This design comes from an exercise in tuning for small area, a short achievable clock period and few clock cycles per item on the open sky130 flow, not from production work. Only simulation tests tie the RTL to the original design; equivalence was not proved.

### flow/config.mk
export PLATFORM = sky130hd
export DESIGN_NAME = AES
export DESIGN_NICKNAME = AES
export VERILOG_FILES = /design/flow/design.v
export SDC_FILE = /design/flow/constraint.sdc
export NUM_CORES = 4
export LEC_CHECK = 0
export CAP_MARGIN = 20
export CORE_MARGIN = 2
export CORE_UTILIZATION = 40
export SETUP_SLACK_MARGIN = 2.8
export SLEW_MARGIN = 20
export SYNTH_HIERARCHICAL = 1
export SYNTH_MINIMUM_KEEP_SIZE = 0
### flow/constraint.sdc
create_clock -name core_clock -period 5.0 [get_ports {clk}]
set_input_delay 1.0000 -clock core_clock [delete_from_list [all_inputs] [get_ports {clk}]]
set_output_delay 1.0000 -clock core_clock [all_outputs]
set_load 0.01 [all_outputs]
### flow/design.v
module g_a21oi(input A1, A2, B1, output Y);
    assign Y = (~A1&~B1) | (~A2&~B1);
endmodule
module g_a32oi(input A1, A2, A3, B1, B2, output Y);
    assign Y = (~A1&~B1) | (~A1&~B2) | (~A2&~B1) | (~A3&~B1) | (~A2&~B2) | (~A3&~B2);
endmodule
module g_clkinv(input A, output Y);
    assign Y = (~A);
endmodule
module g_nand2(input A, B, output Y);
    assign Y = (~A) | (~B);
endmodule
module g_nand2b(input A_N, B, output Y);
    assign Y = (A_N) | (~B);
endmodule
module g_nor2(input A, B, output Y);
    assign Y = (~A&~B);
endmodule
module g_o21ai(input A1, A2, B1, output Y);
    assign Y = (~A1&~A2) | (~B1);
endmodule
module g_o22ai(input A1, A2, B1, B2, output Y);
    assign Y = (~B1&~B2) | (~A1&~A2);
endmodule
module g_xor2(input A, B, output X);
    assign X = A ^ B;
endmodule
module NibbleSub(
    input [3:0] a,
    output [3:0] b
    );
    wire _00_, _01_, _02_, _03_, _04_, _05_, _06_, _07_, _08_, _09_, _10_, _11_, _12_, _13_;
    g_nand2b u0(.A_N(a[1]), .B(a[3]), .Y(_13_));
    g_clkinv u1(.A(a[0]), .Y(_00_));
    g_nand2 u2(.A(_00_), .B(a[2]), .Y(_01_));
    g_clkinv u3(.A(a[3]), .Y(_02_));
    g_nand2 u4(.A(_02_), .B(a[1]), .Y(_03_));
    g_nor2 u5(.A(_00_), .B(_03_), .Y(_04_));
    g_nand2 u6(.A(_13_), .B(_01_), .Y(_05_));
    g_o22ai u7(.A1(_13_), .A2(_01_), .B1(_04_), .B2(_05_), .Y(b[2]));
    g_nor2 u8(.A(_00_), .B(a[2]), .Y(_06_));
    g_a21oi u9(.A1(_00_), .A2(_13_), .B1(_06_), .Y(_07_));
    g_a21oi u10(.A1(_02_), .A2(a[1]), .B1(_07_), .Y(_08_));
    g_a21oi u11(.A1(a[2]), .A2(_04_), .B1(_08_), .Y(b[0]));
    g_o21ai u12(.A1(_00_), .A2(a[2]), .B1(_03_), .Y(_09_));
    g_o22ai u13(.A1(a[3]), .A2(a[2]), .B1(_00_), .B2(a[1]), .Y(_10_));
    g_nor2 u14(.A(_09_), .B(_10_), .Y(_11_));
    g_a21oi u15(.A1(_02_), .A2(_06_), .B1(_11_), .Y(b[3]));
    g_clkinv u16(.A(_05_), .Y(_12_));
    g_a32oi u17(.A1(a[3]), .A2(a[2]), .A3(_05_), .B1(_12_), .B2(_09_), .Y(b[1]));
endmodule
module key_generation(
    input  [15:0] k,
    input  [3:0]  r,
    output [15:0] p
    );
    wire [3:0] p4, p5, p6, p7, q23;
    g_xor2 x0[3:0] (.A(k[15:12]), .B(r),       .X(p4));
    g_xor2 x1[3:0] (.A(p4),       .B(k[11:8]), .X(p5));
    g_xor2 x2[3:0] (.A(p5),       .B(k[7:4]),  .X(p6));
    g_xor2 x3[3:0] (.A(k[7:4]),   .B(k[3:0]),  .X(q23));
    g_xor2 x4[3:0] (.A(p5),       .B(q23),     .X(p7));
    assign p = {p4, p5, p6, p7};
endmodule
module AES_datapath(
    input         load, busy, last,
    input  [15:0] s, t, p,
    input  [3:0]  sk,
    input  [15:0] data_input, input_vector, key,
    output [15:0] s_d, k_d
    );
    function [3:0] x2(input [3:0] a);
        x2 = {a[2:0], 1'b0} ^ {2'b00, a[3], a[3]};
    endfunction
    wire [3:0] u01 = x2(t[15:12] ^ t[11:8]) & {4{~last}};
    wire [3:0] u23 = x2(t[7:4] ^ t[3:0]) & {4{~last}};
    wire [15:0] m = t ^ {u01, u01, u23, u23};
    wire [15:0] kn = p ^ {4{sk}};
    wire        run = load | busy;
    assign k_d = (load ? key : kn) & {16{run}};
    wire [15:0] x = load ? (data_input ^ input_vector) : (busy ? m : s);
    assign s_d = x ^ k_d;
endmodule
module AES(
    input clk,nrst,load,
    input [15:0] data_input,input_vector,key,
    input  [3:0] round_number,
    output [15:0] data_output,
    output finish
    );
    reg [15:0] s, k;
    reg [3:0]  r;
    reg        last, busy, fin;
    wire [3:0] t0, t1, t2, t3;
    NibbleSub ns0(.a(s[15:12]), .b(t0));
    NibbleSub ns1(.a(s[3:0]),   .b(t1));
    NibbleSub ns2(.a(s[7:4]),   .b(t2));
    NibbleSub ns3(.a(s[11:8]),  .b(t3));
    wire [3:0] sk;
    NibbleSub ns4(.a(k[3:0]), .b(sk));
    wire [15:0] p;
    key_generation kp(.k(k), .r(r), .p(p));
    wire [15:0] s_d, k_d;
    AES_datapath dp(.load(load), .busy(busy), .last(last), .s(s), .t({t0, t1, t2, t3}), .sk(sk), .p(p),
                    .data_input(data_input), .input_vector(input_vector), .key(key),
                    .s_d(s_d), .k_d(k_d));
    wire [3:0]  r_d = load ? 4'd1 : r + 4'd1;
    always @(posedge clk) begin
        s    <= s_d;
        k    <= k_d;
        r    <= r_d;
        last <= (r_d == round_number);
    end
    always @(posedge clk or negedge nrst) begin
        if (!nrst) begin
            busy <= 1'b0;
            fin  <= 1'b0;
        end else if (load) begin
            busy <= 1'b1;
            fin  <= 1'b0;
        end else if (busy & last) begin
            busy <= 1'b0;
            fin  <= 1'b1;
        end
    end
    assign data_output = s;
    assign finish = fin;
endmodule
### flow/flow/run.sh
#!/bin/bash
# The standard layout (the standard.sh, with the standard flow's synthesis script), except:
#  - ports are buffered by plain buffers instead of the delay buffers buffer_ports picks;
#  - ABC maps the logic with flow/abc.script instead of ORFS's abc_speed.script
#    (a copy of ORFS's scripts folder with only that file replaced).
set -euo pipefail
cp -r "$FLOW_HOME/scripts" scripts_abc
cp flow/abc.script scripts_abc/abc_speed.script
export SCRIPTS_DIR="$PWD/scripts_abc"
export BUFFER_PORTS_ARGS="-buffer_cell sky130_fd_sc_hd__buf_1"
bash standard.sh > standard.log 2>&1
### flow/flow/abc.script
&get -n
&st
&dch
&nf
&st
&syn2
&if -g -K 6
&synch2
&nf
&st
&syn2
&if -g -K 6
&synch2
&nf
&st
&syn2
&if -g -K 6
&synch2
&nf
&st
&syn2
&if -g -K 6
&synch2
&nf
&st
&syn2
&if -g -K 6
&synch2
&nf
&put
topo
stime -c
dnsize -c
### flow/standard.sh
#!/bin/bash
# synth_recipe.tcl (not shown) runs the flow's synth.tcl, then flattens the netlist and writes it again
# the make line also repeats each setting of config.mk as NAME=value (left out here)
make -C /OpenROAD-flow-scripts/flow DESIGN_CONFIG=/design/flow/config.mk WORK_HOME=/design/flow/orfs CLKGATE_MAP_FILE= SYNTH_SCRIPT=/design/flow/synth_recipe.tcl "${@:-finish}"
==> impl_metrics.env, run 1 <==
export IMPL_outcome="complete, no violations"
export IMPL_cts_hold_buffers=0
export IMPL_critical_path_class="flip-flop to flip-flop"
export IMPL_clkTransAtPathRegs_ps=80
export IMPL_worstPathArrival_ps=2320
export IMPL_cts_buffer_depth=2
export IMPL_end_kind="flip-flop"
export IMPL_yosys_cell_types_count=24
export IMPL_worst_slew_pin_slew_ps=616
export IMPL_max_stage_delay_ps=450
export IMPL_hold_class="input pin to async pin"
export IMPL_dieArea_um2=7260
export IMPL_crit_chain="clkinv_1 -> o21ai_0 -> nor2_1 -> a21oi_1 -> xnor2_1 -> o21ai_0 -> xnor2_1"
export IMPL_cts_sinks=39
export IMPL_fin_area_um2=3230
export IMPL_first_pass_iters=4
export IMPL_reg2reg_slack_ps=2840
export IMPL_coreArea_um2=6350
export IMPL_fin_worst_skew_ps=8.72
export IMPL_dieWidth_um=85.2
export IMPL_grt_pass1_wl_um=11300
export IMPL_max_freq_ghz=0.464
export IMPL_r2r_start="k[0]"
export IMPL_layout_drive_gt1_share=0.0825
export IMPL_ys_seq_area_frac=0.300
export IMPL_syn2layout_area_growth_pct=22.5
export IMPL_die_y_um=85.2
export IMPL_cts_tree="done"
export IMPL_numCtsBuffers=5
export IMPL_r2r_cells=7
export IMPL_synthCells=331
export IMPL_dr_total_vias=2583
export IMPL_slowest_stage="a21oi_1"
export IMPL_fillers=642
export IMPL_fin_util=0.509
export IMPL_holdWs_ps=471
export IMPL_drtIter0Drc=120
export IMPL_antenna_found_initial=0
export IMPL_cts_root_buf="clkbuf_8"
export IMPL_ant_nets=0
export IMPL_max_cap_violations=0
export IMPL_syn_cell_area_um2=2640
export IMPL_synth_avg_cell_area_um2=7.96
export IMPL_h_tree_depth=2
export IMPL_io_pins=72
export IMPL_place_area_um2=3010
export IMPL_clk_latency_ps=300
export IMPL_drc=0
export IMPL_setup_viol=0
export IMPL_grt_pass1_vias=2479
export IMPL_setup_tns_ps=0
export IMPL_finalHoldViolations=0
export IMPL_worstPathRequired_ps=5170
export IMPL_yosysWarnings=8
export IMPL_routedWlPerCell_um=14.5
export IMPL_antenna_cells=0
export IMPL_dpl_hpwl_um=5150
export IMPL_worstReg2RegEnd="s[11]"
export IMPL_initial_core_util=0.415
export IMPL_rsz0062_at_grt="true"
export IMPL_overflow=0
export IMPL_grtUsageTotal=0.194
export IMPL_finalWeightedCongestion=0.763
export IMPL_ys_ff_latch=39
export IMPL_start_kind="flip-flop"
export IMPL_rows=29
export IMPL_fin_crit_ps=2160
export IMPL_post_route_period_util=0.431
export IMPL_viasPerCell=5.28
export IMPL_grt_max_degree=37
export IMPL_layout_nets=467
export IMPL_portBuffers=71
export IMPL_maxSlewViolCount=0
export IMPL_synth_fp_nets=387
export IMPL_wl_um=7070
export IMPL_crit_fanout=6
export IMPL_slew_headroom=0.589
[Yosys stat by module, one instance, submodules excluded, excerpt]
module | flops+latches | copies in the design
AES_datapath | 0 | 1
AES | 39 | 1
g_a32oi | 0 | 5
g_xor2 | 0 | 20
g_nand2b | 0 | 5
g_o22ai | 0 | 10
g_a21oi | 0 | 20
g_o21ai | 0 | 5
g_clkinv | 0 | 15
g_nand2 | 0 | 15
g_nor2 | 0 | 15
[synthesized netlist by cell type]
cell type  instances  area share
o221ai_1          12       0.040
nor2b_1            5       0.012
xnor2_1           55        0.18
nand3_1            1      0.0019
a32oi_1            5       0.017
dfrtp_1            2       0.019
clkinv_1          16       0.023
nand2_1           52       0.074
a21o_1             1      0.0028
o21ai_0           27       0.051
nor4b_1            1      0.0033
a31oi_1            1      0.0024
dfxtp_1           37        0.28
nand2b_1           7       0.017
mux2_1             1      0.0043
o22ai_1           14       0.033
nor2_1            23       0.033
and3_1             1      0.0024
ha_1               1      0.0047
o311ai_0           4       0.013
nor3b_1            4       0.011
xor2_1            39        0.13
a21oi_1           21       0.040
or2_0              1      0.0024
[stage by stage]
stage	setup WS (ps)	instances
global route	2740	489
global placement	2300	480
detailed placement	2270	480
CTS	2810	488
finish	2840	489
floorplan	2970	331
[cell usage in the layout (no fill, tap or decap), drive strengths merged]
cell type  instances
a32oi              5
clkinv            16
dfrtp              2
nor2              23
ha                 1
mux2               1
o22ai             14
and3               1
a21oi             21
nand2b             8
o311ai             4
nand3              1
or2                1
o21ai             27
nor4b              1
dfxtp             37
o221ai            12
a31oi              1
nor2b              5
xor2              39
inv                1
clkbuf             7
nor3b              4
xnor2             55
a21o               1
nand2             52
buf               72
[kinds of logic (layout without fill, tap and decap cells)]
| family | Yosys count | in the layout | synth area share |
|---|---|---|---|
| and+or+nand+nor | 95 | 96 | 0.157 |
| adders and majority gates | 1 | 1 | 0.00475 |
| buffers and inverters | 16 | 96 | 0.0228 |
| muxes | 1 | 1 | 0.00427 |
| AOI/OAI and AO/OA | 85 | 85 | 0.199 |
| DFF | 39 | 39 | 0.300 |
| xor gates and xnor gates | 94 | 94 | 0.312 |
[worst max-delay path by stage]
| stage | start | end | slack, ps |
|---|---|---|---|
| finish | k[0] | s[11] | 2840 |
| floorplan | load | s[13] | 2970 |
| detailed placement | load | s[3] | 2270 |
| global route | s[4] | s[0] | 2740 |
| global placement | load | s[3] | 2300 |
| CTS | s[8] | s[0] | 2810 |
[layout make-up]
class                   instances  area, um^2  share of cell area
repair buffers                 72         279              0.0864
multi-input cells             277        1900               0.590
well taps                      77        96.3              0.0298
clock inverters                 1        5.00             0.00155
flip-flops and latches         39         798               0.247
inverters                      16        60.1              0.0186
clock buffers                   7        86.3              0.0267
[what timing repair did]
item,in CTS,in global routing
setup endpoints to repair,22,17
setup buffers,0,0
gates resized for setup,5,33
cloned,0,1
pin swaps,0,2
[critical path: cells and delay by family, from the launching register on]
family	cells	cell delay, ps
DFF	1	390
and+or+nand+nor	1	70
buffers and inverters	1	180
AOI/OAI and AO/OA	3	1120
xor gates and xnor gates	2	270
[registers in the layout (all words and copies together) (netlist names)]
name / count
k: 16
s: 16
r: 4
busy: 1
fin: 1
last: 1
[layer usage]
layer | track usage | wire [um]
met5 | 0 | 0
met4 | 0.0664 | 114
met3 | 0.0253 | 331
met2 | 0.337 | 3420
met1 | 0.247 | 3210
Testbench counts, summed over its fixed seeds: cycles 1,935, items 192.
==> run 2: changes to the inputs <==
--- a/flow/flow/abc.script
+++ b/flow/flow/abc.script
@@ -29,4 +29,5 @@
 &nf
 &put
+buffer -c
 topo
 stime -c
==> impl_metrics.env, run 2 <==
export IMPL_outcome="complete, no violations"
export IMPL_crit_chain="inv_1 -> o21ai_0 -> nor2_1 -> a21oi_2 -> xor2_1 -> nor2b_2 -> xor2_1 -> o221ai_1 -> xnor2_1"
export IMPL_synth_mux_area_fraction=0.00418
export IMPL_rows=29
export IMPL_synth_compound_gate_area_share=0.195
export IMPL_cts_buffer_depth=2
export IMPL_finalHoldViolations=0
export IMPL_critical_path_class="flip-flop to flip-flop"
export IMPL_yosys_cell_types_count=26
export IMPL_dpl_hpwl_um=5380
export IMPL_worstPathRequired_ps=5170
export IMPL_cts_root_buf="clkbuf_8"
export IMPL_synth_xor_area_share=0.306
export IMPL_setup_tns_ps=0
export IMPL_fillers=648
export IMPL_start_kind="flip-flop"
export IMPL_slew_headroom=0.597
export IMPL_cp_buffers_inverters=1
export IMPL_end_kind="flip-flop"
export IMPL_drc=0
export IMPL_synth_commonest_cells="55 x xnor2_1, 52 x nand2_1, 39 x xor2_1, 37 x dfxtp_1, 27 x o21ai_0"
export IMPL_path_common_cell="xor2_1"
export IMPL_ys_seq_area_frac=0.294
export IMPL_viasPerCell=5.26
export IMPL_grtUsageTotal=0.186
export IMPL_clk_latency_ps=290
export IMPL_portBuffers=71
export IMPL_synth_area_leaders="dfxtp_1 28%, xnor2_1 18%, xor2_1 13%, nand2_1 7.2%, o21ai_0 5.0%"
export IMPL_syn2layout_area_growth_pct=22.1
export IMPL_synth_simple_area_share=0.153
export IMPL_fin_area_um2=3290
export IMPL_rsz0062_at_grt="true"
export IMPL_overflow=0
export IMPL_ant_nets=0
export IMPL_synth_edff_count=0
export IMPL_maxSlewViolCount=0
export IMPL_place_area_um2=3010
export IMPL_reg_top3="k x16, s x16, r x4"
export IMPL_crit_fanout=6
export IMPL_clkTransAtPathRegs_ps=70
export IMPL_yosysTopAreaCell="dfxtp_1"
export IMPL_first_pass_iters=4
export IMPL_syn_cell_area_um2=2690
export IMPL_synth_avg_cell_area_um2=7.78
export IMPL_synth_top_family_by_area="XOR/XNOR gates"
export IMPL_slowest_stage="dfxtp_1"
export IMPL_r2r_cells=9
export IMPL_fin_worst_skew_ps=3.57
export IMPL_layout_drive_gt1_share=0.0986
export IMPL_synthCells=346
export IMPL_finalWeightedCongestion=0.778
export IMPL_cts_sinks=39
export IMPL_drtIter0Drc=185
export IMPL_seqCellArea_um2=797
export IMPL_antenna_found_initial=0
export IMPL_yosysWarnings=8
export IMPL_coreArea_um2=6420
export IMPL_max_stage_delay_ps=360
export IMPL_initial_core_util=0.419
export IMPL_worst_slew_pin_slew_ps=604
export IMPL_post_route_period_util=0.427
export IMPL_crit_family="compound AO/OA/AOI/OAI gates"
export IMPL_cp_depth=9
export IMPL_layout_commonest_cell="buf_1"
export IMPL_cts_hold_buffers=0
export IMPL_numCtsBuffers=5
export IMPL_max_freq_ghz=0.469
export IMPL_grt_pass1_wl_um=10700
export IMPL_dieWidth_um=86.0
export IMPL_synth_ff_type="dfxtp_1"
export IMPL_crit_end="s[12]"
export IMPL_h_tree_depth=2
export IMPL_grt_max_degree=48
export IMPL_synth_fa_ha_area_frac=0.00465
export IMPL_grt_pass1_vias=2248
export IMPL_crit_path_start="s[12]"
export IMPL_dieArea_um2=7400
export IMPL_wl_um=7140
export IMPL_synth_fp_nets=402
export IMPL_r2r_start="s[12]"
export IMPL_worstReg2RegEnd="s[12]"
export IMPL_routedWlPerCell_um=14.5
export IMPL_max_cap_violations=0
export IMPL_multi_input_area_um2=1910
export IMPL_async_flop_share=0.0513
export IMPL_ys_ff_latch=39
export IMPL_synth_top_area_frac=0.275
export IMPL_fin_crit_ps=2130
export IMPL_worstPathArrival_ps=2310
export IMPL_antenna_cells=0
export IMPL_setup_viol=0
export IMPL_final_cell_mix="70 x buf_1, 54 x xnor2_1, 52 x nand2_1"
export IMPL_yosysMostFrequentCell="xnor2_1"
export IMPL_die_y_um=86.0
export IMPL_reg2reg_slack_ps=2870
export IMPL_dr_total_vias=2593
export IMPL_cts_tree="done"
export IMPL_io_pins=72
export IMPL_hold_class="input pin to async pin"
export IMPL_layout_nets=471
run 2: cell count changes after synthesis, sizes merged:
cell	change
buf	+4
clkbuf	+11
clkinv	-16
inv	+16
run 2: Yosys stat by module (local to each module, per instance), excerpt:
module        copies in the design  flops+latches
g_clkinv                        15              0
g_nor2                          15              0
g_nand2                         15              0
g_a21oi                         20              0
g_a32oi                          5              0
g_xor2                          20              0
g_o21ai                          5              0
AES_datapath                     1              0
g_o22ai                         10              0
AES                              1             39
g_nand2b                         5              0
run 2: per-layer routing:
layer	share of wire	routed length (um)	vias up	GRT usage
li1	-	-	1304	-
met1	0.46	3250	1205	0.267
met2	0.46	3260	78	0.286
met3	0.077	551	6	0.0260
met4	0.0098	70	0	0.0577
met5	0	0	-	0
run 2: worst min-delay path by stage:
stage,endpoint,startpoint,slack [ps]
5_1_grt,fin,nrst,470
3_5_place_dp,fin,fin,480
6_report,fin,nrst,490
2_1_floorplan,r[0],r[0],450
3_3_place_gp,fin,fin,480
4_1_cts,fin,nrst,470
run 2: worst register-to-register path: stages, from the launching register on:
cell      delay, ps
dfxtp_1         360
inv_1           100
o21ai_0         290
nor2_1          100
a21oi_2         180
xor2_1          260
nor2b_2         240
xor2_1          170
o221ai_1        170
xnor2_1         150
run 2: area by class of cell:
cell class                      instances  area share
Multi-Input combinational cell        276       0.581
Sequential cell                        39       0.242
Timing Repair Buffer                   77      0.0989
Clock buffer                            8      0.0304
Tap cell                               77      0.0293
Inverter                               16      0.0183
run 2: logic make-up after synthesis:
family	Yosys count
xor+xnor	94
buf+inv	31
flops	39
fa+ha+maj	1
compound gates	85
simple gates	95
mux	1
run 2: repair_timing:
item / in CTS / in global routing
pin swaps: 1 / 4
resized for setup: 9 / 28
setup endpoints to repair: 32 / 12
setup buffers: 0 / 5
run 2: stage by stage:
stage	cells	hold WS (ps)	util	setup slack (ps)
floorplan	346	453	-	2930
global placement	480	483	0.468	1900
detailed placement	480	485	0.468	1810
CTS	488	475	0.489	2830
global route	493	475	0.512	2740
finish	493	486	0.512	2870
==> run 3: changes to the inputs <==
--- a/flow/flow/abc.script
+++ b/flow/flow/abc.script
@@ -29,5 +29,4 @@
 &nf
 &put
-buffer -c
 topo
 stime -c
--- a/flow/config.mk
+++ b/flow/config.mk
@@ -9,5 +9,5 @@
 export CORE_MARGIN = 2
 export CORE_UTILIZATION = 40
-export SETUP_SLACK_MARGIN = 2.8
+export SETUP_SLACK_MARGIN = 3.0
 export SLEW_MARGIN = 20
 export SYNTH_HIERARCHICAL = 1
==> impl_metrics.env, run 3 <==
export IMPL_yosys_cell_types_count=24
export IMPL_dr_total_vias=2620
export IMPL_wl_um=7540
export IMPL_synth_edff_count=0
export IMPL_worst_slew_pin_slew_ps=762
export IMPL_fin_area_um2=3570
export IMPL_numCtsBuffers=5
export IMPL_synth_fp_nets=387
export IMPL_cts_sinks=39
export IMPL_yosysTopAreaCell="dfxtp_1"
export IMPL_layout_drive_gt1_share=0.216
export IMPL_finalHoldViolations=0
export IMPL_crit_fanout=6
export IMPL_ys_seq_area_frac=0.300
export IMPL_antenna_cells=0
export IMPL_max_freq_ghz=0.516
export IMPL_rsz0062_at_grt="true"
export IMPL_dieWidth_um=85.2
export IMPL_reg2reg_slack_ps=3060
export IMPL_grt_util_met1=0.255
export IMPL_fin_crit_ps=1940
export IMPL_rows=29
export IMPL_ys_ff_latch=39
export IMPL_antenna_found_initial=0
export IMPL_grt_pass1_vias=2536
export IMPL_slowest_stage="dfxtp_4"
export IMPL_setup_tns_ps=0
export IMPL_end_kind="flip-flop"
export IMPL_dieArea_um2=7260
export IMPL_post_route_period_util=0.388
export IMPL_async_flop_share=0.0513
export IMPL_dpl_hpwl_um=5150
export IMPL_fillers=609
export IMPL_grt_pass1_wl_um=11700
export IMPL_reg_top3="k x16, s x16, r x4"
export IMPL_grt_max_degree=28
export IMPL_worstReg2RegEnd="s[12]"
export IMPL_fin_worst_skew_ps=6.87
export IMPL_clk_latency_ps=300
export IMPL_critical_path_class="flip-flop to flip-flop"
export IMPL_max_cap_violations=0
export IMPL_ant_nets=0
export IMPL_layout_commonest_cell="buf_1"
export IMPL_drc=0
export IMPL_use_met2=0.342
export IMPL_start_kind="flip-flop"
export IMPL_cts_tree="done"
export IMPL_slew_headroom=0.491
export IMPL_worstPathArrival_ps=2120
export IMPL_yosysMostFrequentCell="xnor2_1"
export IMPL_syn_cell_area_um2=2640
export IMPL_met3_usage=0.0272
export IMPL_first_pass_iters=4
export IMPL_syn2layout_area_growth_pct=35.6
export IMPL_place_area_um2=3010
export IMPL_crit_chain="clkinvlp_4 -> nand2_2 -> o21ai_4 -> nor2_1 -> a21oi_2 -> xor2_2 -> nor2b_4 -> xor2_1 -> o221ai_1 -> xnor2_1"
export IMPL_final_cell_mix="70 x buf_1, 51 x xnor2_1, 46 x nand2_1"
export IMPL_io_pins=72
export IMPL_die_y_um=85.2
export IMPL_clkTransAtPathRegs_ps=80
export IMPL_initial_core_util=0.415
export IMPL_cts_buffer_depth=2
export IMPL_cts_hold_buffers=0
export IMPL_setup_viol=0
export IMPL_synth_ff_type="dfxtp_1"
export IMPL_grtUsageTotal=0.202
export IMPL_worstPathRequired_ps=5180
export IMPL_synthCells=331
export IMPL_viasPerCell=5.26
export IMPL_overflow=0
export IMPL_cts_root_buf="clkbuf_8"
export IMPL_drtIter0Drc=128
export IMPL_maxSlewViolCount=0
export IMPL_h_tree_depth=2
export IMPL_finalWeightedCongestion=0.763
export IMPL_synth_top_area_frac=0.281
export IMPL_synth_area_leaders="dfxtp_1 28%, xnor2_1 18%, xor2_1 13%, nand2_1 7.4%, o21ai_0 5.1%"
export IMPL_max_stage_delay_ps=380
export IMPL_routedWlPerCell_um=15.1
export IMPL_yosysWarnings=8
export IMPL_layout_nets=476
export IMPL_r2r_cells=10
export IMPL_synth_commonest_cells="55 x xnor2_1, 52 x nand2_1, 39 x xor2_1, 37 x dfxtp_1, 27 x o21ai_0"
export IMPL_synth_avg_cell_area_um2=7.96
export IMPL_hold_class="input pin to async pin"
export IMPL_crit_path_start="s[15]"
export IMPL_gr_max_usage_layer="met2"
export IMPL_r2r_start="s[15]"
export IMPL_portBuffers=71
export IMPL_coreArea_um2=6350
export IMPL_outcome="complete, no violations"
-- run 3: changes by cell type in the layout (fill, tap and decap cells not counted), moves of 7 or more --
cell,change
clkinv_1,+9
dfxtp_1,-10
dfxtp_4,+7
inv_1,-15
o21ai_0,-7
-- run 3: how the worst max path moves through the flow --
stage	endpoint	slack, ps
after floorplan	s[13]	2970
after global placement	s[3]	2300
after detailed placement	s[3]	2270
after CTS	s[6]	2930
after global routing	s[0]	2950
final	s[12]	3060
-- run 3: what timing repair did --
action / 4_1_cts / 5_1_grt
buffers inserted: 1 / 8
gates resized for setup: 41 / 69
setup endpoints to repair: 33 / 23
pin swaps: 3 / 13
cloned: 1 / 0
-- run 3: layout make-up --
type	count	area, um^2	area share
clock buffer	7	86.3	0.0242
clock inverter	1	5.00	0.00140
inverter	16	72.6	0.0203
multi-input combinational	277	2130	0.595
sequential	39	827	0.231
tap	77	96.3	0.0270
timing repair buffer	81	359	0.100
-- run 3: critical path: cells and delay by family (launching register included) --
family	cells	cell delay (ps)
buffers and inverters	1	100
and+or+nand+nor	3	360
DFF	1	380
AOI/OAI and AO/OA	3	440
xor gates and xnor gates	3	550
-- run 3: layer usage --
layer  routed length (um)  part of all wire
met5                    0                 0
met1                 3240              0.43
met4                  145             0.019
met3                  393             0.052
met2                 3760              0.50
-- run 3: Yosys stat by module (local to each module, per instance), a selection --
module | times used | flops+latches | area [um^2]
AES_datapath | 1 | 0 | 1090
AES | 1 | 39 | 942
g_a32oi | 5 | 0 | 8.76
g_xor2 | 20 | 0 | 8.76
g_nand2b | 5 | 0 | 6.26
g_o22ai | 10 | 0 | 6.26
g_a21oi | 20 | 0 | 5.00
g_o21ai | 5 | 0 | 5.00
g_clkinv | 15 | 0 | 3.75
g_nand2 | 15 | 0 | 3.75
g_nor2 | 15 | 0 | 3.75
-- run 3: logic make-up (layout without fill, tap and decap cells) --
| kind of cell | Yosys count | count (layout) | share of synthesized area |
|---|---|---|---|
| flip-flops | 39 | 39 | 0.300 |
| buffers and inverters | 16 | 105 | 0.0228 |
| adder cells (fa/ha/maj) | 1 | 1 | 0.00475 |
| AO/OA/AOI/OAI | 85 | 85 | 0.199 |
| multiplexers | 1 | 1 | 0.00427 |
| AND/OR/NAND/NOR | 95 | 96 | 0.157 |
| XOR/XNOR | 94 | 94 | 0.312 |
-- run 3: through the flow --
stage | util | setup WS, ps | hold slack, ps | std cells
global route | 0.563 | 2950 | 480 | 498
floorplan | - | 2970 | 452 | 331
CTS | 0.511 | 2930 | 470 | 490
global placement | 0.474 | 2300 | 501 | 480
detailed placement | 0.474 | 2270 | 517 | 480
finish | 0.563 | 3060 | 471 | 498
==> run 4: changes to the inputs <==
--- a/flow/config.mk
+++ b/flow/config.mk
@@ -9,5 +9,5 @@
 export CORE_MARGIN = 2
 export CORE_UTILIZATION = 40
-export SETUP_SLACK_MARGIN = 3.0
+export SETUP_SLACK_MARGIN = 3.2
 export SLEW_MARGIN = 20
 export SYNTH_HIERARCHICAL = 1
==> impl_metrics.env, run 4 <==
export IMPL_cts_tree="done"
export IMPL_start_kind="flip-flop"
export IMPL_end_kind="flip-flop"
export IMPL_reg2reg_slack_ps=3080
export IMPL_worstPathArrival_ps=2090
export IMPL_synth_commonest_cells="55 x xnor2_1, 52 x nand2_1, 39 x xor2_1, 37 x dfxtp_1, 27 x o21ai_0"
export IMPL_fillers=495
export IMPL_path_common_cell="xnor2_1"
export IMPL_synth_ff_type="dfxtp_1"
export IMPL_max_freq_ghz=0.521
export IMPL_yosysTopAreaCell="dfxtp_1"
export IMPL_h_tree_depth=2
export IMPL_setup_viol=0
export IMPL_syn_cell_area_um2=2640
export IMPL_crit_end="s[2]"
export IMPL_grtUsageTotal=0.218
export IMPL_r2r_cells=9
export IMPL_antenna_found_initial=0
export IMPL_synth_top_area_frac=0.281
export IMPL_crit_chain="nand2b_4 -> nand2_4 -> clkinv_1 -> a32oi_2 -> xnor2_1 -> nor2_2 -> xor2_2 -> o221ai_2 -> xnor2_1"
export IMPL_rows=29
export IMPL_numCtsBuffers=5
export IMPL_max_stage_delay_ps=370
export IMPL_worst_slew_pin_slew_ps=847
export IMPL_layout_drive_gt1_share=0.442
export IMPL_post_route_period_util=0.384
export IMPL_overflow=0
export IMPL_worstReg2RegEnd="s[2]"
export IMPL_synth_area_leaders="dfxtp_1 28%, xnor2_1 18%, xor2_1 13%, nand2_1 7.4%, o21ai_0 5.1%"
export IMPL_cts_sinks=39
export IMPL_synthCells=331
export IMPL_drc=0
export IMPL_yosysMostFrequentCell="xnor2_1"
export IMPL_layout_nets=508
export IMPL_grt_max_degree=27
export IMPL_worstPathRequired_ps=5170
export IMPL_finalHoldViolations=0
export IMPL_grt_pass1_vias=2702
export IMPL_reg_top3="k x16, s x16, r x4"
export IMPL_cts_root_buf="clkbuf_8"
export IMPL_maxSlewViolCount=0
export IMPL_wl_um=8760
export IMPL_fin_util=0.698
export IMPL_dpl_hpwl_um=5250
export IMPL_antenna_cells=0
export IMPL_dp_cells=480
export IMPL_viasPerCell=5.30
export IMPL_routedWlPerCell_um=16.5
export IMPL_setup_tns_ps=0
export IMPL_initial_core_util=0.415
export IMPL_max_cap_violations=0
export IMPL_r2r_start="s[5]"
export IMPL_clk_latency_ps=290
export IMPL_outcome="complete, no violations"
export IMPL_syn2layout_area_growth_pct=68.2
export IMPL_ys_ff_latch=39
export IMPL_yosysWarnings=8
export IMPL_crit_family="simple AND/OR/NAND/NOR gates"
export IMPL_crit_fanout=6
export IMPL_cp_buffers_inverters=1
export IMPL_ys_seq_area_frac=0.300
export IMPL_dieArea_um2=7260
export IMPL_coreArea_um2=6350
export IMPL_critical_path_class="flip-flop to flip-flop"
export IMPL_synth_avg_cell_area_um2=7.96
export IMPL_grt_pass1_wl_um=12700
export IMPL_dieWidth_um=85.2
export IMPL_io_pins=72
export IMPL_slowest_stage="dfxtp_4"
export IMPL_yosys_cell_types_count=24
export IMPL_drtIter0Drc=171
export IMPL_cts_buffer_depth=2
export IMPL_cp_depth=9
export IMPL_fin_worst_skew_ps=5.70
export IMPL_crit_path_start="s[5]"
export IMPL_fin_crit_ps=1920
export IMPL_synth_fp_nets=387
export IMPL_clkTransAtPathRegs_ps=80
export IMPL_final_cell_mix="53 x buf_1, 50 x xnor2_1, 37 x nand2_1"
export IMPL_dr_total_vias=2808
export IMPL_synth_edff_count=0
export IMPL_finalWeightedCongestion=0.793
export IMPL_ant_nets=0
export IMPL_layout_commonest_cell="buf_1"
export IMPL_rsz0062_at_grt="true"
export IMPL_portBuffers=71
export IMPL_hold_class="input pin to async pin"
export IMPL_slew_headroom=0.435
export IMPL_first_pass_iters=4
export IMPL_async_flop_share=0.0513
export IMPL_stdcell_count=530
export IMPL_die_y_um=85.2
run 4: cell types whose count changed in the layout (fill, tap and decap cells not counted), moves of 9 or more:
| cell | before | now |
|---|---|---|
| buf_4 | 9 | 33 |
| buf_6 | 0 | 19 |
| buf_1 | 70 | 53 |
| o21ai_0 | 17 | 5 |
| dfxtp_4 | 7 | 16 |
| nand2_1 | 46 | 37 |
| nand2_4 | 0 | 9 |
run 4: cells by family (layout without fill, tap and decap cells):
group	count (synthesis)	count (layout)	share of synthesized area
xor gates and xnor gates	94	94	0.312
and+or+nand+nor	95	99	0.157
buffers and inverters	16	134	0.0228
muxes	1	1	0.00427
DFF	39	39	0.300
AOI/OAI and AO/OA	85	85	0.199
adders and majority gates	1	1	0.00475
run 4: Yosys stat by module, one instance, submodules excluded, excerpt:
module,cells inside,cell area (um^2),flops+latches,times used
g_a32oi,1,8.76,0,5
g_a21oi,1,5.00,0,20
g_nand2b,1,6.26,0,5
g_nor2,1,3.75,0,15
g_xor2,1,8.76,0,20
g_o22ai,1,6.26,0,10
AES_datapath,159,1090,0,1
g_nand2,1,3.75,0,15
g_o21ai,1,5.00,0,5
g_clkinv,1,3.75,0,15
AES,62,942,39,1
run 4: stage by stage:
step / hold WS (ps) / cell area [um^2] / worst slack [ps]
finish: 481 / 4430 / 3080
global route: 475 / 4430 / 2970
CTS: 485 / 3940 / 3140
detailed placement: 488 / 3100 / 2230
global placement: 488 / 3100 / 2270
floorplan: 452 / 2730 / 3190
run 4: timing repair:
| item | in CTS | in global routing |
|---|---|---|
| hold buffers | 0 | 0 |
| cloned | 5 | 0 |
| gates resized for setup | 145 | 79 |
| endpoints found under the setup margin | 50 | 38 |
| pin swaps | 20 | 37 |
| setup buffers | 19 | 18 |
run 4: per-layer routing:
| layer | vias to the layer above | routed length [um] | track usage |
|---|---|---|---|
| met4 | 0 | 158 | 0.0722 |
| li1 | 1382 | - | - |
| met2 | 84 | 4480 | 0.384 |
| met1 | 1332 | 3780 | 0.272 |
| met5 | - | 0 | 0 |
| met3 | 10 | 333 | 0.0331 |
run 4: how the worst min path moves through the flow:
stage / start / end / slack (ps) / cells after the start
finish: nrst / busy / 480 / 1
global route: nrst / busy / 480 / 1
CTS: nrst / busy / 480 / 1
detailed placement: r[0] / r[0] / 490 / 1
global placement: r[0] / r[0] / 490 / 1
floorplan: r[0] / r[0] / 450 / 1
run 4: final cells by class:
| type | instances | area [um^2] | area share |
|---|---|---|---|
| clock buffers | 5 | 68.8 | 0.0155 |
| clock inverters | 3 | 15.0 | 0.00339 |
| inverters | 16 | 103 | 0.0231 |
| multi-input cells | 280 | 2550 | 0.575 |
| flip-flops and latches | 39 | 853 | 0.192 |
| well taps | 77 | 96.3 | 0.0217 |
| repair buffers | 110 | 748 | 0.169 |
==> run 5: changes to the inputs <==
--- a/flow/design.v
+++ b/flow/design.v
@@ -1,7 +1,4 @@
-module g_a21oi(input A1, A2, B1, output Y);
-    assign Y = (~A1&~B1) | (~A2&~B1);
-endmodule
-module g_a32oi(input A1, A2, A3, B1, B2, output Y);
-    assign Y = (~A1&~B1) | (~A1&~B2) | (~A2&~B1) | (~A3&~B1) | (~A2&~B2) | (~A3&~B2);
+module g_a22oi(input A1, A2, B1, B2, output Y);
+    assign Y = (~A1&~B1) | (~A1&~B2) | (~A2&~B1) | (~A2&~B2);
 endmodule
 module g_clkinv(input A, output Y);
@@ -20,4 +17,7 @@
     assign Y = (~A1&~A2) | (~B1);
 endmodule
+module g_o22a(input A1, A2, B1, B2, output X);
+    assign X = (A1&B1) | (A2&B1) | (A1&B2) | (A2&B2);
+endmodule
 module g_o22ai(input A1, A2, B1, B2, output Y);
     assign Y = (~B1&~B2) | (~A1&~A2);
@@ -31,22 +31,22 @@
     );
     wire _00_, _01_, _02_, _03_, _04_, _05_, _06_, _07_, _08_, _09_, _10_, _11_, _12_, _13_;
-    g_nand2b u0(.A_N(a[1]), .B(a[3]), .Y(_13_));
-    g_clkinv u1(.A(a[0]), .Y(_00_));
-    g_nand2 u2(.A(_00_), .B(a[2]), .Y(_01_));
-    g_clkinv u3(.A(a[3]), .Y(_02_));
-    g_nand2 u4(.A(_02_), .B(a[1]), .Y(_03_));
-    g_nor2 u5(.A(_00_), .B(_03_), .Y(_04_));
-    g_nand2 u6(.A(_13_), .B(_01_), .Y(_05_));
-    g_o22ai u7(.A1(_13_), .A2(_01_), .B1(_04_), .B2(_05_), .Y(b[2]));
-    g_nor2 u8(.A(_00_), .B(a[2]), .Y(_06_));
-    g_a21oi u9(.A1(_00_), .A2(_13_), .B1(_06_), .Y(_07_));
-    g_a21oi u10(.A1(_02_), .A2(a[1]), .B1(_07_), .Y(_08_));
-    g_a21oi u11(.A1(a[2]), .A2(_04_), .B1(_08_), .Y(b[0]));
-    g_o21ai u12(.A1(_00_), .A2(a[2]), .B1(_03_), .Y(_09_));
-    g_o22ai u13(.A1(a[3]), .A2(a[2]), .B1(_00_), .B2(a[1]), .Y(_10_));
-    g_nor2 u14(.A(_09_), .B(_10_), .Y(_11_));
-    g_a21oi u15(.A1(_02_), .A2(_06_), .B1(_11_), .Y(b[3]));
-    g_clkinv u16(.A(_05_), .Y(_12_));
-    g_a32oi u17(.A1(a[3]), .A2(a[2]), .A3(_05_), .B1(_12_), .B2(_09_), .Y(b[1]));
+    g_clkinv u0(.A(a[3]), .Y(_13_));
+    g_nor2 u1(.A(_13_), .B(a[1]), .Y(_00_));
+    g_clkinv u2(.A(_00_), .Y(_01_));
+    g_clkinv u3(.A(a[0]), .Y(_02_));
+    g_nand2 u4(.A(_02_), .B(a[2]), .Y(_03_));
+    g_nand2 u5(.A(_13_), .B(a[1]), .Y(_04_));
+    g_nor2 u6(.A(_02_), .B(_04_), .Y(_05_));
+    g_nand2 u7(.A(_01_), .B(_03_), .Y(_06_));
+    g_o22ai u8(.A1(_01_), .A2(_03_), .B1(_05_), .B2(_06_), .Y(b[2]));
+    g_nand2b u9(.A_N(a[2]), .B(a[0]), .Y(_07_));
+    g_o21ai u10(.A1(a[0]), .A2(_00_), .B1(_07_), .Y(_08_));
+    g_a22oi u11(.A1(_04_), .A2(_08_), .B1(a[2]), .B2(_05_), .Y(b[0]));
+    g_nand2 u12(.A(_04_), .B(_07_), .Y(_09_));
+    g_o22ai u13(.A1(a[3]), .A2(a[2]), .B1(_02_), .B2(a[1]), .Y(_10_));
+    g_o22a u14(.A1(a[3]), .A2(_07_), .B1(_09_), .B2(_10_), .X(b[3]));
+    g_nand2 u15(.A(a[3]), .B(a[2]), .Y(_11_));
+    g_nand2 u16(.A(_06_), .B(_11_), .Y(_12_));
+    g_o21ai u17(.A1(_06_), .A2(_09_), .B1(_12_), .Y(b[1]));
 endmodule
 module key_generation(
==> flow/flow/run.sh (replaced) <==
#!/bin/bash
# The standard layout (the standard.sh, standard synthesis included), with the
# ports buffered by plain buffers instead of the delay buffers buffer_ports picks.
set -euo pipefail
export BUFFER_PORTS_ARGS="-buffer_cell sky130_fd_sc_hd__buf_1"
bash standard.sh > standard.log 2>&1
--- a/flow/config.mk
+++ b/flow/config.mk
@@ -9,5 +9,6 @@
 export CORE_MARGIN = 2
 export CORE_UTILIZATION = 40
-export SETUP_SLACK_MARGIN = 3.2
+export CTS_BUF_LIST = sky130_fd_sc_hd__clkbuf_4
+export SETUP_SLACK_MARGIN = 2.8
 export SLEW_MARGIN = 20
 export SYNTH_HIERARCHICAL = 1
removed: flow/flow/abc.script
==> impl_metrics.env, run 5 <==
export IMPL_overflow=0
export IMPL_synth_commonest_cells="67 x nand2_1, 55 x xnor2_1, 39 x xor2_1, 37 x dfxtp_1, 26 x o21ai_1"
export IMPL_start_kind="input pin"
export IMPL_max_freq_ghz=0.487
export IMPL_reg_top3="k x16, s x16, r x4"
export IMPL_io_pins=72
export IMPL_fin_worst_skew_ps=10.8
export IMPL_worstReg2RegEnd="s[12]"
export IMPL_worst_slew_pin_slew_ps=669
export IMPL_yosysMostFrequentCell="nand2_1"
export IMPL_syn2layout_area_growth_pct=12.3
export IMPL_synth_ff_type="dfxtp_1"
export IMPL_fin_util=0.464
export IMPL_viasPerCell=5.06
export IMPL_rsz0062_at_grt="true"
export IMPL_rows=30
export IMPL_ys_seq_area_frac=0.284
export IMPL_fin_area_um2=3130
export IMPL_initial_core_util=0.413
export IMPL_syn_cell_area_um2=2790
export IMPL_r2r_cells=8
export IMPL_first_pass_iters=5
export IMPL_cts_sinks=39
export IMPL_drtIter0Drc=142
export IMPL_clkTransAtPathRegs_ps=110
export IMPL_clk_latency_ps=340
export IMPL_synth_simple_area_share=0.167
export IMPL_layout_nets=466
export IMPL_synth_fp_nets=402
export IMPL_synth_area_leaders="dfxtp_1 27%, xnor2_1 17%, xor2_1 12%, nand2_1 9.0%, o21ai_1 4.7%"
export IMPL_async_flop_share=0.0513
export IMPL_critical_path_class="input pin to flip-flop"
export IMPL_synth_edff_count=0
export IMPL_synth_xor_area_share=0.295
export IMPL_routedWlPerCell_um=13.8
export IMPL_fin_crit_ps=2050
export IMPL_ant_nets=0
export IMPL_finalHoldViolations=0
export IMPL_grt_max_degree=48
export IMPL_grtUsageTotal=0.179
export IMPL_cts_tree="done"
export IMPL_place_area_um2=3050
export IMPL_dpl_hpwl_um=5230
export IMPL_die_y_um=87.5
export IMPL_crit_fanout=48
export IMPL_maxSlewViolCount=0
export IMPL_r2r_start="s[2]"
export IMPL_cts_root_buf="clkbuf_4"
export IMPL_layout_drive_gt1_share=0.0681
export IMPL_synth_mux_area_fraction=0.00539
export IMPL_dieWidth_um=87.5
export IMPL_synthCells=346
export IMPL_worstPathRequired_ps=5270
export IMPL_final_cell_mix="70 x buf_1, 67 x nand2_1, 55 x xnor2_1"
export IMPL_end_kind="flip-flop"
export IMPL_wl_um=6800
export IMPL_grt_pass1_wl_um=10900
export IMPL_worstPathArrival_ps=2320
export IMPL_fillers=723
export IMPL_dieArea_um2=7650
export IMPL_synth_top_family_by_area="XOR/XNOR gates"
export IMPL_coreArea_um2=6760
export IMPL_yosysTopAreaCell="dfxtp_1"
export IMPL_synth_avg_cell_area_um2=8.06
export IMPL_ys_ff_latch=39
export IMPL_dr_total_vias=2485
export IMPL_max_stage_delay_ps=500
export IMPL_outcome="complete, no violations"
export IMPL_cts_buffer_depth=2
export IMPL_max_cap_violations=0
export IMPL_synth_compound_gate_area_share=0.184
export IMPL_synth_fa_ha_area_frac=0.00449
export IMPL_layout_commonest_cell="buf_1"
export IMPL_h_tree_depth=2
export IMPL_portBuffers=71
export IMPL_numCtsBuffers=5
export IMPL_synth_top_area_frac=0.266
export IMPL_postCtsSetupBuffers=0
export IMPL_setup_viol=0
export IMPL_antenna_cells=0
export IMPL_post_route_period_util=0.411
export IMPL_grt_pass1_vias=2246
export IMPL_drc=0
export IMPL_reg2reg_slack_ps=2960
export IMPL_finalWeightedCongestion=0.775
export IMPL_slew_headroom=0.554
export IMPL_hold_class="input pin to async pin"
export IMPL_setup_tns_ps=0
export IMPL_yosys_cell_types_count=35
export IMPL_yosysWarnings=8
export IMPL_crit_chain="clkbuf_4 -> or2_2 -> o221ai_1 -> xnor2_1"
export IMPL_slowest_stage="or2_2"
export IMPL_antenna_found_initial=0
-- run 5: cell count changes after synthesis, sizes merged, moves of 2 or more --
| cell | change |
|---|---|
| a32oi | -5 |
| buf | +9 |
| o21ai | +5 |
| and2b | +2 |
| nor2b | -2 |
| clkbuf | +6 |
| clkinv | -16 |
| a21oi | -20 |
| inv | +16 |
| a22oi | +5 |
| nor2 | -5 |
| o22a | +5 |
| nand2 | +15 |
-- run 5: what timing repair did --
action | CTS | global route
endpoints found under the setup margin | 32 | 11
gates cloned | 0 | 1
gates resized for setup | 2 | 7
hold buffers | 0 | 0
-- run 5: how the worst max path moves through the flow --
stage | slack [ps] | cells past startpoint | end | from
final | 2950 | 4 | s[3] | load
after global routing | 2800 | 8 | s[4] | s[10]
after CTS | 2890 | 6 | s[5] | load
after detailed placement | 1990 | 6 | s[5] | load
after global placement | 2050 | 6 | s[5] | load
after floorplan | 3050 | 5 | s[10] | load
-- run 5: layout make-up --
| cell class | count | area (um^2) | share of cell area |
|---|---|---|---|
| repair buffers | 71 | 270 | 0.0863 |
| flip-flops and latches | 39 | 798 | 0.255 |
| clock inverters | 1 | 5.00 | 0.00160 |
| clock buffers | 7 | 52.6 | 0.0168 |
| well taps | 80 | 100 | 0.0320 |
| multi-input cells | 277 | 1850 | 0.589 |
| inverters | 16 | 60.1 | 0.0192 |
-- run 5: layer usage --
| layer | track usage | wire length (um) | share of wire |
|---|---|---|---|
| met3 | 0.0284 | 354 | 0.052 |
| met2 | 0.278 | 3020 | 0.44 |
| met1 | 0.260 | 3360 | 0.49 |
| met5 | 0 | 0 | 0 |
| met4 | 0.0378 | 63 | 0.0093 |
-- run 5: critical path: cells and delay by family --
kind	cells	cell delay (ps)
compound gates	1	330
xor+xnor	1	150
buf+inv	1	320
simple gates	1	500
-- run 5: cells by family after synthesis --
family                     Yosys count
buffers and inverters               31
DFF                                 39
AOI/OAI and AO/OA                   75
muxes                                1
xor gates and xnor gates            94
adders and majority gates            1
and+or+nand+nor                    105
-- run 5: Yosys stat by module (local to each module, per instance), a selection --
module / area, um^2 / copies in the design / flip-flops and latches
g_o21ai: 5.00 / 10 / 0
g_xor2: 8.76 / 20 / 0
AES: 957 / 1 / 39
g_nor2: 3.75 / 10 / 0
g_clkinv: 3.75 / 15 / 0
AES_datapath: 1200 / 1 / 0
g_o22a: 8.76 / 5 / 0
g_nand2: 3.75 / 30 / 0
g_nand2b: 6.26 / 5 / 0
g_o22ai: 6.26 / 10 / 0
g_a22oi: 12.5 / 5 / 0
-- run 5: through the flow --
stage / hold slack, ps / setup slack (ps) / std cells
2_1_floorplan: 470 / 3050 / 346
4_1_cts: 411 / 2890 / 490
3_5_place_dp: 484 / 1990 / 482
6_report: 416 / 2950 / 491
5_1_grt: 400 / 2800 / 491
3_3_place_gp: 482 / 2050 / 482
Testbench counts of run 5, summed over its fixed seeds: cycles 1,935, items 192.
==> run 6: changes to the inputs <==
--- a/flow/config.mk
+++ b/flow/config.mk
@@ -10,5 +10,5 @@
 export CORE_UTILIZATION = 40
 export CTS_BUF_LIST = sky130_fd_sc_hd__clkbuf_4
-export SETUP_SLACK_MARGIN = 2.8
+export SETUP_SLACK_MARGIN = 3.0
 export SLEW_MARGIN = 20
 export SYNTH_HIERARCHICAL = 1
==> impl_metrics.env, run 6 <==
export IMPL_ys_seq_area_frac=0.284
export IMPL_numCtsBuffers=5
export IMPL_drtIter0Drc=91
export IMPL_reg2reg_slack_ps=3010
export IMPL_seqCellArea_um2=830
export IMPL_setup_viol=0
export IMPL_r2r_start="s[3]"
export IMPL_dieWidth_um=87.5
export IMPL_viasPerCell=5.10
export IMPL_synth_avg_cell_area_um2=8.06
export IMPL_start_kind="flip-flop"
export IMPL_grtUsageTotal=0.181
export IMPL_dpl_hpwl_um=5230
export IMPL_finalHoldViolations=0
export IMPL_synth_simple_area_share=0.167
export IMPL_yosys_cell_types_count=35
export IMPL_rows=30
export IMPL_grt_pass1_vias=2244
export IMPL_slowest_stage="dfxtp_4"
export IMPL_layout_nets=466
export IMPL_first_pass_iters=5
export IMPL_initial_core_util=0.413
export IMPL_r2r_cells=9
export IMPL_synthCells=346
export IMPL_grt_pass1_wl_um=11000
export IMPL_layout_drive_gt1_share=0.129
export IMPL_syn_cell_area_um2=2790
export IMPL_cts_buffer_depth=2
export IMPL_cts_sinks=39
export IMPL_routedWlPerCell_um=14.1
export IMPL_slew_headroom=0.652
export IMPL_cts_root_buf="clkbuf_4"
export IMPL_synth_top_area_frac=0.266
export IMPL_end_kind="flip-flop"
export IMPL_cts_hold_buffers=0
export IMPL_critical_path_class="flip-flop to flip-flop"
export IMPL_crit_path_start="s[3]"
export IMPL_max_stage_delay_ps=400
export IMPL_synth_fa_ha_area_frac=0.00449
export IMPL_overflow=0
export IMPL_h_tree_depth=2
export IMPL_fin_crit_ps=1990
export IMPL_portBuffers=71
export IMPL_finalWeightedCongestion=0.775
export IMPL_reg_top3="k x16, s x16, r x4"
export IMPL_synth_edff_count=0
export IMPL_worstReg2RegEnd="s[12]"
export IMPL_antenna_found_initial=0
export IMPL_syn2layout_area_growth_pct=17.6
export IMPL_crit_fanout=6
export IMPL_post_route_period_util=0.398
export IMPL_grt_max_degree=49
export IMPL_outcome="complete, no violations"
export IMPL_clk_latency_ps=340
export IMPL_ant_nets=0
export IMPL_wl_um=6940
export IMPL_synth_compound_gate_area_share=0.184
export IMPL_drc=0
export IMPL_antenna_cells=0
export IMPL_dieArea_um2=7650
export IMPL_multi_input_area_um2=1960
export IMPL_yosysTopAreaCell="dfxtp_1"
export IMPL_maxSlewViolCount=0
export IMPL_async_flop_share=0.0513
export IMPL_synth_xor_area_share=0.295
export IMPL_fillers=714
export IMPL_layout_commonest_cell="buf_1"
export IMPL_yosysMostFrequentCell="nand2_1"
export IMPL_fin_worst_skew_ps=9.91
export IMPL_die_y_um=87.5
export IMPL_final_cell_mix="70 x buf_1, 67 x nand2_1, 54 x xnor2_1"
export IMPL_coreArea_um2=6760
export IMPL_max_cap_violations=0
export IMPL_preCtsSetupSlack_ps=1990
export IMPL_max_freq_ghz=0.503
export IMPL_synth_mux_area_fraction=0.00539
export IMPL_dr_total_vias=2505
export IMPL_io_pins=72
export IMPL_yosysWarnings=8
export IMPL_synth_area_leaders="dfxtp_1 27%, xnor2_1 17%, xor2_1 12%, nand2_1 9.0%, o21ai_1 4.7%"
export IMPL_ys_ff_latch=39
export IMPL_path_common_cell="nand2_1"
export IMPL_synth_fp_nets=402
export IMPL_synth_ff_type="dfxtp_1"
export IMPL_worst_slew_pin_slew_ps=521
export IMPL_postCtsSetupBuffers=0
export IMPL_rsz0062_at_grt="true"
export IMPL_hold_class="input pin to async pin"
export IMPL_clkTransAtPathRegs_ps=110
export IMPL_cts_tree="done"
export IMPL_setup_tns_ps=0
export IMPL_crit_chain="inv_1 -> nand2_1 -> nand2_1 -> o22a_1 -> xor2_2 -> and2b_2 -> xor2_1 -> o221ai_2 -> xnor2_1"
export IMPL_setup_ws_ps=3010
export IMPL_synth_top_family_by_area="XOR/XNOR gates"
export IMPL_synth_commonest_cells="67 x nand2_1, 55 x xnor2_1, 39 x xor2_1, 37 x dfxtp_1, 26 x o21ai_1"
export IMPL_worstPathArrival_ps=2230
export IMPL_worstPathRequired_ps=5240
[run 6: how the worst max path moves through the flow]
stage	endpoint	slack, ps	cells past startpoint
after floorplan	s[10]	3050	5
after global placement	s[5]	2050	6
after detailed placement	s[5]	1990	6
after CTS	s[5]	3000	6
after global routing	s[3]	2940	10
final	s[12]	3010	9
[run 6: Yosys stat by module (local to each module, per instance), a selection]
module    cells inside  cell area (um^2)  flops+latches
g_nand2b             1              6.26              0
g_nand2              1              3.75              0
g_xor2               1              8.76              0
g_o22ai              1              6.26              0
g_a22oi              1              12.5              0
AES                 63               957             39
[run 6: layer usage]
metal  vias to the layer above  track usage  share of wire
met5                         -            0              0
met4                         0       0.0378         0.0089
met3                         6       0.0284          0.058
met2                        71        0.279           0.46
met1                      1146        0.267           0.48
li1                       1282            -              -
[run 6: critical path: cells and delay by family (launching register included)]
kind | cells | cell delay (ps)
buffers and inverters | 1 | 60
AOI/OAI and AO/OA | 2 | 410
DFF | 1 | 400
xor gates and xnor gates | 3 | 600
and+or+nand+nor | 3 | 420
[run 6: final cells by class]
| type | instances | share of cell area |
|---|---|---|
| Inverter | 16 | 0.0183 |
| Timing Repair Buffer | 71 | 0.0836 |
| Sequential cell | 39 | 0.253 |
| Tap cell | 80 | 0.0305 |
| Clock buffer | 7 | 0.0160 |
| Clock inverter | 1 | 0.00153 |
| Multi-Input combinational cell | 277 | 0.597 |
[run 6: stage by stage]
step,cell area [um^2],std cells,hold slack [ps],utilization
after detailed placement,3050,482,484,0.451
after CTS,3140,491,411,0.465
after global placement,3050,482,482,0.451
after floorplan,2790,346,470,-
final,3280,491,418,0.485
after global routing,3280,491,400,0.485
[run 6: logic make-up (layout without fill, tap and decap cells)]
| logic type | count (synthesis) | count (layout) |
|---|---|---|
| AND/OR/NAND/NOR | 105 | 106 |
| XOR/XNOR | 94 | 94 |
| AO/OA/AOI/OAI | 75 | 75 |
| flip-flops | 39 | 39 |
| buffers and inverters | 31 | 95 |
| adder cells (fa/ha/maj) | 1 | 1 |
| multiplexers | 1 | 1 |
[run 6: what timing repair did]
action | 4_1_cts | 5_1_grt
cloned | 1 | 0
hold endpoints to repair | 0 | 0
pin swaps | 0 | 8
gates resized for setup | 14 | 33
setup endpoints to repair | 39 | 19
==> run 7: changes to the inputs <==
--- a/flow/config.mk
+++ b/flow/config.mk
@@ -10,6 +10,7 @@
 export CORE_UTILIZATION = 40
 export CTS_BUF_LIST = sky130_fd_sc_hd__clkbuf_4
-export SETUP_SLACK_MARGIN = 3.0
+export SETUP_SLACK_MARGIN = 2.9
 export SLEW_MARGIN = 20
 export SYNTH_HIERARCHICAL = 1
 export SYNTH_MINIMUM_KEEP_SIZE = 0
+export TNS_END_PERCENT = 5
==> impl_metrics.env, run 7 <==
export IMPL_outcome="complete, no violations"
export IMPL_antenna_found_initial=0
export IMPL_grt_pass1_vias=2249
export IMPL_cts_sinks=39
export IMPL_io_pins=72
export IMPL_clkTransAtPathRegs_ps=120
export IMPL_met3_usage=0.0284
export IMPL_yosysMostFrequentCell="nand2_1"
export IMPL_layout_nets=471
export IMPL_synth_top_area_frac=0.266
export IMPL_routedWlPerCell_um=13.9
export IMPL_post_route_period_util=0.410
export IMPL_drtIter0Drc=161
export IMPL_grt_util_met1=0.260
export IMPL_die_y_um=87.5
export IMPL_yosysWarnings=8
export IMPL_initial_core_util=0.413
export IMPL_finalHoldViolations=0
export IMPL_reg_top3="k x16, s x16, r x4"
export IMPL_final_cell_mix="70 x buf_1, 67 x nand2_1, 55 x xnor2_1"
export IMPL_r2r_cells=9
export IMPL_max_freq_ghz=0.488
export IMPL_setup_ws_ps=2950
export IMPL_portBuffers=71
export IMPL_cts_tree="done"
export IMPL_start_kind="input pin"
export IMPL_synth_fp_nets=402
export IMPL_synth_area_leaders="dfxtp_1 27%, xnor2_1 17%, xor2_1 12%, nand2_1 9.0%, o21ai_1 4.7%"
export IMPL_coreArea_um2=6760
export IMPL_rsz0062_at_grt="true"
export IMPL_grt_max_degree=48
export IMPL_ant_nets=0
export IMPL_gr_max_usage_layer="met2"
export IMPL_setup_tns_ps=0
export IMPL_critical_path_class="input pin to flip-flop"
export IMPL_crit_path_start="load"
export IMPL_fin_area_um2=3190
export IMPL_synth_ff_type="dfxtp_1"
export IMPL_slew_headroom=0.554
export IMPL_maxSlewViolCount=0
export IMPL_worst_slew_pin_slew_ps=669
export IMPL_cts_root_buf="clkbuf_4"
export IMPL_rows=30
export IMPL_preCtsSetupSlack_ps=1990
export IMPL_finalWeightedCongestion=0.775
export IMPL_syn2layout_area_growth_pct=14.5
export IMPL_synth_commonest_cells="67 x nand2_1, 55 x xnor2_1, 39 x xor2_1, 37 x dfxtp_1, 26 x o21ai_1"
export IMPL_cts_buffer_depth=2
export IMPL_synthCells=346
export IMPL_drc=0
export IMPL_dieWidth_um=87.5
export IMPL_dpl_hpwl_um=5230
export IMPL_fin_crit_ps=2050
export IMPL_ys_ff_latch=39
export IMPL_async_flop_share=0.0513
export IMPL_viasPerCell=5.05
export IMPL_cts_hold_buffers=0
export IMPL_clk_latency_ps=350
export IMPL_crit_fanout=48
export IMPL_h_tree_depth=2
export IMPL_grtUsageTotal=0.179
export IMPL_wl_um=6910
export IMPL_dieArea_um2=7650
export IMPL_first_pass_iters=4
export IMPL_hold_class="input pin to async pin"
export IMPL_use_met2=0.279
export IMPL_yosys_cell_types_count=35
export IMPL_numCtsBuffers=5
export IMPL_layout_commonest_cell="buf_1"
export IMPL_overflow=0
export IMPL_syn_cell_area_um2=2790
export IMPL_max_cap_violations=0
export IMPL_grt_pass1_wl_um=10900
export IMPL_layout_drive_gt1_share=0.0938
export IMPL_ys_seq_area_frac=0.284
export IMPL_fin_worst_skew_ps=12.5
export IMPL_worstPathArrival_ps=2290
export IMPL_dr_total_vias=2507
export IMPL_end_kind="flip-flop"
export IMPL_r2r_start="s[12]"
export IMPL_antenna_cells=0
export IMPL_setup_viol=0
export IMPL_synth_edff_count=0
export IMPL_synth_avg_cell_area_um2=8.06
export IMPL_worstPathRequired_ps=5240
export IMPL_fillers=726
export IMPL_yosysTopAreaCell="dfxtp_1"
export IMPL_place_area_um2=3050
[run 7: cell counts after synthesis]
Identical to the previous run, type by type.
[run 7: worst max-delay path, cell delays in order]
cell and delay, ps:
clkbuf_4 420, nand2b_2 470, o221ai_1 220, xnor2_1 160
[run 7: layout make-up]
| cell class | count | area [um^2] | area share |
|---|---|---|---|
| inverters | 16 | 60.1 | 0.0188 |
| clock inverters | 1 | 5.00 | 0.00157 |
| flip-flops and latches | 39 | 802 | 0.251 |
| clock buffers | 7 | 52.6 | 0.0165 |
| multi-input cells | 277 | 1870 | 0.584 |
| well taps | 80 | 100 | 0.0313 |
| repair buffers | 76 | 308 | 0.0964 |
[run 7: layer usage]
metal / vias up / share of wire / wire length [um]
met3: 6 / 0.043 / 295
met1: 1140 / 0.50 / 3440
met5: - / 0 / 0
met4: 0 / 0.0090 / 62
met2: 63 / 0.45 / 3110
li1: 1298 / - / -
[run 7: modules after synthesis (local to each module, per instance), excerpt]
| module | cells inside | cell area, um^2 |
|---|---|---|
| g_o21ai | 1 | 5.00 |
| g_xor2 | 1 | 8.76 |
| g_nand2 | 1 | 3.75 |
| g_nand2b | 1 | 6.26 |
| g_a22oi | 1 | 12.5 |
| g_o22a | 1 | 8.76 |
[run 7: kinds of logic after synthesis]
family,synth area share
adder cells (fa/ha/maj),0.00449
AND/OR/NAND/NOR,0.167
AO/OA/AOI/OAI,0.184
flip-flops,0.284
XOR/XNOR,0.295
multiplexers,0.00538
buffers and inverters,0.0606
[run 7: path summary, 6_finish.rpt]
kind | endpoint | slack (ps)
max reg2reg | s[15] | 2970
min in group core_clock | fin | 500
min | fin | 410
min reg2reg | fin | 500
max in group asynchronous | busy | 4460
max | s[15] | 2950
[run 7: what timing repair did]
item / in CTS / in global routing
cloned: 0 / 1
setup endpoints to repair: 33 / 16
hold endpoints to repair: 0 / 0
setup buffers: 0 / 5
resized for setup: 2 / 14
[run 7: stage by stage]
step	hold slack, ps	utilization	cells
5_1_grt	392	0.473	496
3_5_place_dp	484	0.451	482
6_report	412	0.473	496
3_3_place_gp	482	0.451	482
2_1_floorplan	470	-	346
4_1_cts	411	0.461	490

==> port drivers added, routing unchanged <==
The results above use ideal ports. As a check the final layouts listed here were re-extracted and re-timed, cells and wires unchanged.
Step 1 assumes that a clkbuf_16 drives the clock port and a buf_2 every other input.
Step 2 moves the port delays by t, midway between the first and last clock arrival at a register: inputs arrive t later, outputs are due t later. That takes back most of the time a late clock gives input paths.
Slacks: ideal ports / drivers / drivers and shift; pairs: ideal ports / drivers.
run	shift t [ns]	setup WS [ns]	latest minus earliest clock arrival (ns)
run 1	0.322	2.844 / 2.844 / 2.551	0.009 / 0.008
run 2	0.313	2.866 / 2.866 / 2.639	0.004 / 0.004
run 3	0.323	3.060 / 3.060 / 2.765	0.007 / 0.007
run 4	0.307	3.082 / 3.062 / 2.805	0.006 / 0.006
run 5	0.361	2.947 / 2.950 / 2.588	0.011 / 0.011
run 6	0.361	3.012 / 3.012 / 2.798	0.010 / 0.010
run 7	0.363	2.951 / 2.952 / 2.589	0.012 / 0.012
After both steps setup and hold are still met in every run listed. For run 7, which loses most, drivers alone change the setup slack by +0.001 ns; drivers and shift together by -0.362 ns.
